What follows belongs to an exercise in optimizing a design on an open flow for small area and a short achievable clock period; a production flow would make more cautious choices. The RTL was checked by simulation tests, not by an equivalence proof against the original design. No activity file was given, so power comes from the tool's default toggle rates.

==> inputs of run a <==
// sw_top
module sw_top #(
  parameter int N       = 32,
  parameter int SCORE_W = 10
)(
  input  logic                   clk,
  input  logic                   rst_n,
  input  logic                   compute_en,
  input  logic                   clear_en,
  input  logic                   read_load_en,
  input  logic [2*N-1:0]         read_base_in,
  input  logic                   ref_valid_in,
  input  logic [1:0]             ref_in,
  output logic [SCORE_W*N-1:0]   pe_score,
  output logic [2*N-1:0]         pe_dir,
  output logic [N-1:0]           pe_valid
);
export LEC_CHECK = 0
export CAP_MARGIN = 20
export CORE_MARGIN = 2
export CORE_UTILIZATION = 60
export PLACE_DENSITY = 0.7
export SETUP_SLACK_MARGIN = 5
export SLEW_MARGIN = 20
create_clock -name core_clock -period 11.0 [get_ports {clk}]
standard.sh (not shown) runs the stock make flow with config.mk's settings and CLKGATE_MAP_FILE= SYNTH_SCRIPT=/design/flow/synth_recipe.tcl, a recipe that flattens the netlist after the stock synthesis.
==> flow/flow/run.sh <==
#!/bin/bash
# Layout flow: the standard ORFS flow (standard.sh, unchanged synthesis),
# with these changes to how the layout is made:
#  - the port buffers are sky130_fd_sc_hd__buf_1 cells instead of the
#    default (a clock delay buffer), so timing repair can size them;
#  - clock tree: smaller clock buffers, larger sink clusters, no dummy loads.
# The full output of the flow goes to standard.log; ORFS keeps its own
# per-step logs under orfs/logs.
set -uo pipefail
MARGIN=${MARGIN:-5.65}
bash standard.sh "BUFFER_PORTS_ARGS=-buffer_cell sky130_fd_sc_hd__buf_1" \
  SETUP_SLACK_MARGIN=$MARGIN \
  "CTS_ARGS=-sink_clustering_enable -repair_clock_nets -dont_use_dummy_load -buf_list {sky130_fd_sc_hd__clkbuf_8} -sink_clustering_size 14 -sink_clustering_max_diameter 70" \
  finish > standard.log 2>&1
==> run b: changes against run a <==
==> flow/design.v (replaced) <==
module pe #(
  parameter int W = 9
)(
  input  logic         clk,
  input  logic         adv,       
  input  logic         vnext,     
  input  logic         mnext,     
  input  logic [W-1:0] u,         
  input  logic [W-1:0] d,         
  output logic [W-1:0] s,
  output logic [1:0]   dir,
  output logic [W-1:0] o1
);
  logic [W-1:0] s_r, o1_r;
  logic [1:0]   dir_r;
  logic signed [W:0] ux, lx, dx, du, dl;
  assign ux = {1'b0, u};
  assign lx = {1'b0, s_r};
  assign dx = {1'b0, d};
  assign du = ux - dx;
  assign dl = lx - dx;
  logic u_ge_l;
  assign u_ge_l = (u >= s_r);
  logic [W-1:0] x;
  assign x = u_ge_l ? u : s_r;
  logic a_diag, b_diag;
  assign a_diag = (du <= 14) && (dl <= 14);
  assign b_diag = (du <= -4) && (dl <= -4);
  logic [W-1:0] dp9, dm9, xm5;
  assign dp9 = d + W'(9);
  assign dm9 = d - W'(9);
  assign xm5 = x - W'(5);
  logic         d_gt9, x_gt5;
  assign d_gt9 = (d > W'(9));
  assign x_gt5 = (x > W'(5));
  logic [W-1:0] a_val, b_val, nxt_val;
  logic [1:0]   a_dir, b_dir, nxt_dir;
  always_comb begin
    if (a_diag) begin a_val = dp9; a_dir = 2'd1; end
    else        begin a_val = xm5; a_dir = u_ge_l ? 2'd2 : 2'd3; end
    if (b_diag) begin
      if (d_gt9) begin b_val = dm9; b_dir = 2'd1; end
      else       begin b_val = '0;  b_dir = 2'd0; end
    end else begin
      if (x_gt5) begin b_val = xm5; b_dir = u_ge_l ? 2'd2 : 2'd3; end
      else       begin b_val = '0;  b_dir = 2'd0; end
    end
    if (!vnext) begin
      nxt_val = '0; nxt_dir = 2'd0;
    end else if (adv) begin
      nxt_val = mnext ? a_val : b_val;
      nxt_dir = mnext ? a_dir : b_dir;
    end else begin
      nxt_val = mnext ? W'(9) : '0;
      nxt_dir = mnext ? 2'd1 : 2'd0;
    end
  end
  always_ff @(posedge clk) begin
    s_r   <= nxt_val;
    dir_r <= nxt_dir;
    o1_r  <= adv ? s_r : '0;
  end
  assign s   = s_r;
  assign dir = dir_r;
  assign o1  = o1_r;
endmodule
module systolic #(
  parameter int N       = 32,
  parameter int SCORE_W = 10
)(
  input  logic                         clk,
  input  logic                         rst_n,
  input  logic                         compute_en,
  input  logic                         clear_en,
  input  logic                         read_load_en,
  input  logic [N-1:0][1:0]            read_base_in,
  input  logic                         ref_valid_in,
  input  logic       [1:0]             ref_in,
  output logic [N-1:0][SCORE_W-1:0]    pe_score,
  output logic [N-1:0][1:0]            pe_dir,
  output logic [N-1:0]                 pe_valid
);
  function automatic integer sw(input integer i);
    integer k;
    begin
      sw = 1;
      for (k = 1; k < 16; k = k + 1)
        if ((1 << k) <= 9*(i+1)) sw = k + 1;
    end
  endfunction
  localparam int WM = sw(N-1);
  logic adv, keep;
  assign keep = rst_n & ~clear_en;         
  assign adv  = keep & compute_en;         
  logic [N-1:0][1:0] read_r, read_nx;
  always_comb begin
    for (int k = 0; k < N; k++)
      read_nx[k] = !rst_n ? 2'b0 : read_load_en ? read_base_in[k] : read_r[k];
  end
  always_ff @(posedge clk) read_r <= read_nx;
  logic [N-1:1][1:0] ref_r, ref_nx;
  logic [N-1:1]      v_r, v_nx;
  always_comb begin
    ref_nx[1] = keep ? ref_in : 2'b0;
    v_nx[1]   = keep & ref_valid_in;
    for (int k = 2; k < N; k++) begin
      ref_nx[k] = !keep ? 2'b0 : compute_en ? ref_r[k-1] : ref_r[k];
      v_nx[k]   = keep & (compute_en ? v_r[k-1] : v_r[k]);
    end
  end
  always_ff @(posedge clk) begin
    ref_r <= ref_nx;
    v_r   <= v_nx;
  end
  logic o1_9, o1_4;        
  logic m0, s0_9, s0_4;
  assign m0   = (ref_in == read_r[0]);
  assign s0_9 = ref_valid_in & m0;
  assign s0_4 = ref_valid_in & ~m0 & o1_9;
  always_ff @(posedge clk) begin
    o1_9 <= adv & s0_9;
    o1_4 <= adv & s0_4;
  end
  logic [N-1:0][WM-1:0] s_v, o1_v;
  logic [N-1:0][1:0]    dir_v;
  assign s_v[0]  = s0_9 ? WM'(9) : s0_4 ? WM'(4) : '0;
  assign dir_v[0] = s0_9 ? 2'd1 : s0_4 ? 2'd3 : 2'd0;
  assign o1_v[0] = o1_9 ? WM'(9) : o1_4 ? WM'(4) : '0;
  genvar gi;
  generate
    for (gi = 1; gi < N; gi++) begin : g_pe
      localparam int W = sw(gi);
      logic [W-1:0] s, o1;
      logic [1:0]   dir;
      pe #(.W(W)) u_pe (
        .clk   (clk),
        .adv   (adv),
        .vnext (v_nx[gi]),
        .mnext (ref_nx[gi] == read_nx[gi]),
        .u     (W'(s_v[gi-1])),
        .d     (W'(o1_v[gi-1])),
        .s     (s),
        .dir   (dir),
        .o1    (o1)
      );
      assign s_v[gi]   = WM'(s);
      assign o1_v[gi]  = WM'(o1);
      assign dir_v[gi] = dir;
    end
  endgenerate
  generate
    for (gi = 0; gi < N; gi++) begin : g_out
      assign pe_score[gi] = compute_en ? SCORE_W'(s_v[gi]) : '0;
      assign pe_dir[gi]   = compute_en ? dir_v[gi] : 2'd0;
      assign pe_valid[gi] = (gi == 0) ? ref_valid_in : v_r[gi];
    end
  endgenerate
endmodule
module sw_top #(
  parameter int N       = 32,
  parameter int SCORE_W = 10
)(
  input  logic                   clk,
  input  logic                   rst_n,
  input  logic                   compute_en,
  input  logic                   clear_en,
  input  logic                   read_load_en,
  input  logic [2*N-1:0]         read_base_in,
  input  logic                   ref_valid_in,
  input  logic [1:0]             ref_in,
  output logic [SCORE_W*N-1:0]   pe_score,
  output logic [2*N-1:0]         pe_dir,
  output logic [N-1:0]           pe_valid
);
  systolic #(.N(N), .SCORE_W(SCORE_W)) u_sys (
    .clk          (clk),
    .rst_n        (rst_n),
    .compute_en   (compute_en),
    .clear_en     (clear_en),
    .read_load_en (read_load_en),
    .read_base_in (read_base_in),
    .ref_valid_in (ref_valid_in),
    .ref_in       (ref_in),
    .pe_score     (pe_score),
    .pe_dir       (pe_dir),
    .pe_valid     (pe_valid)
  );
endmodule
==> flow/run.sh (new file) <==
#!/bin/bash
# synth_recipe.tcl (not shown) runs the flow's synth.tcl, then flattens the netlist and writes it again
# the make line also repeats each setting of config.mk as NAME=value (left out here)
make -C /OpenROAD-flow-scripts/flow DESIGN_CONFIG=/design/flow/config.mk WORK_HOME=/design/flow/orfs CLKGATE_MAP_FILE= SYNTH_SCRIPT=/design/flow/synth_recipe.tcl finish
Settings changed: CORE_UTILIZATION 60 to 40, PLACE_DENSITY 0.7 to 0.6, SETUP_SLACK_MARGIN 5 to unset.
removed: flow/flow/run.sh
removed: flow/standard.sh
==> run c: changes against run a <==
==> flow/flow/run.sh (replaced) <==
#!/bin/bash
# Layout flow: the standard ORFS flow (standard.sh, unchanged synthesis),
# with these changes to how the layout is made:
#  - the port buffers are sky130_fd_sc_hd__buf_1 cells instead of the
#    default (a clock delay buffer), so timing repair can size them;
#  - clock tree: smaller clock buffers, larger sink clusters, no dummy loads.
# The full output of the flow goes to standard.log; ORFS keeps its own
# per-step logs under orfs/logs.
set -uo pipefail
MARGIN=${MARGIN:-5.5}
bash standard.sh "BUFFER_PORTS_ARGS=-buffer_cell sky130_fd_sc_hd__buf_1" \
  SETUP_SLACK_MARGIN=$MARGIN \
  "CTS_ARGS=-sink_clustering_enable -repair_clock_nets -dont_use_dummy_load -buf_list {sky130_fd_sc_hd__clkbuf_8} -sink_clustering_size 14 -sink_clustering_max_diameter 70" \
  finish > standard.log 2>&1
==> run d: changes against run a <==
==> flow/flow/run.sh (replaced) <==
#!/bin/bash
# Layout flow: the standard ORFS flow (standard.sh, unchanged synthesis),
# with these changes to how the layout is made:
#  - the port buffers are sky130_fd_sc_hd__buf_1 cells instead of the
#    default (a clock delay buffer), so timing repair can size them;
#  - clock tree: smaller clock buffers, larger sink clusters, no dummy loads.
# The full output of the flow goes to standard.log; ORFS keeps its own
# per-step logs under orfs/logs.
set -uo pipefail
MARGIN=${MARGIN:-5.5}
bash standard.sh "BUFFER_PORTS_ARGS=-buffer_cell sky130_fd_sc_hd__buf_1" \
  SETUP_SLACK_MARGIN=$MARGIN \
  "CTS_ARGS=-sink_clustering_enable -repair_clock_nets -dont_use_dummy_load -buf_list {sky130_fd_sc_hd__clkbuf_8} -sink_clustering_size 14 -sink_clustering_max_diameter 70" \
  finish > standard.log 2>&1
Settings changed: CORE_UTILIZATION 60 to 70, PLACE_DENSITY 0.7 to 0.8.
==> run summary <==
Run d completed with no timing, DRC or antenna violations. Run a went through all stages and came out clean. Run b completed without violations. Run c completed without violations. Synthesized cell count is the same in run a and run d. Against run b, the global-route usage of run a is higher by 8.1 points. In combinational power, run a and run d hardly differ. Design area: run a is larger than run d (1.6%). Cell count: run d < run c < run a < run b. Power: run d < run c < run a < run b. Register-to-register slack, lowest first: run b, run d, run a, run c.

port drivers added, routing unchanged:
In the flow no input, the clock included, has a driving cell. The finished layouts below were timed again as built, in two steps.
Step 1 sets driving cells, clkbuf_16 on the clock port and buf_2 on the other inputs (assumed; they add their load-dependent delay and slew).
Step 2 also shifts input and output timing later by t, the mid clock arrival at the registers, as if the neighbouring blocks saw the same clock.
Slacks: ideal ports / drivers / drivers and shift; pairs: ideal ports / drivers.
run | t (ns) | slack for setup (ns) | hold WS [ns] | clock arrival spread, ns
run a | 0.788 | 5.650 / 5.315 / 4.841 | 0.474 / 0.474 / 0.474 | 0.087 / 0.088
run b | 0.768 | 4.420 / 4.379 / 3.621 | 0.512 / 0.512 / 0.512 | 0.033 / 0.033
run c | 0.786 | 5.523 / 5.390 / 4.879 | 0.492 / 0.492 / 0.492 | 0.052 / 0.052
run d | 0.783 | 5.501 / 5.292 / 4.706 | 0.477 / 0.477 / 0.477 | 0.059 / 0.059
After both steps setup and hold are still met in every run listed. For run a, which loses most, drivers alone change the setup slack by -0.335 ns; drivers and shift together by -0.809 ns.
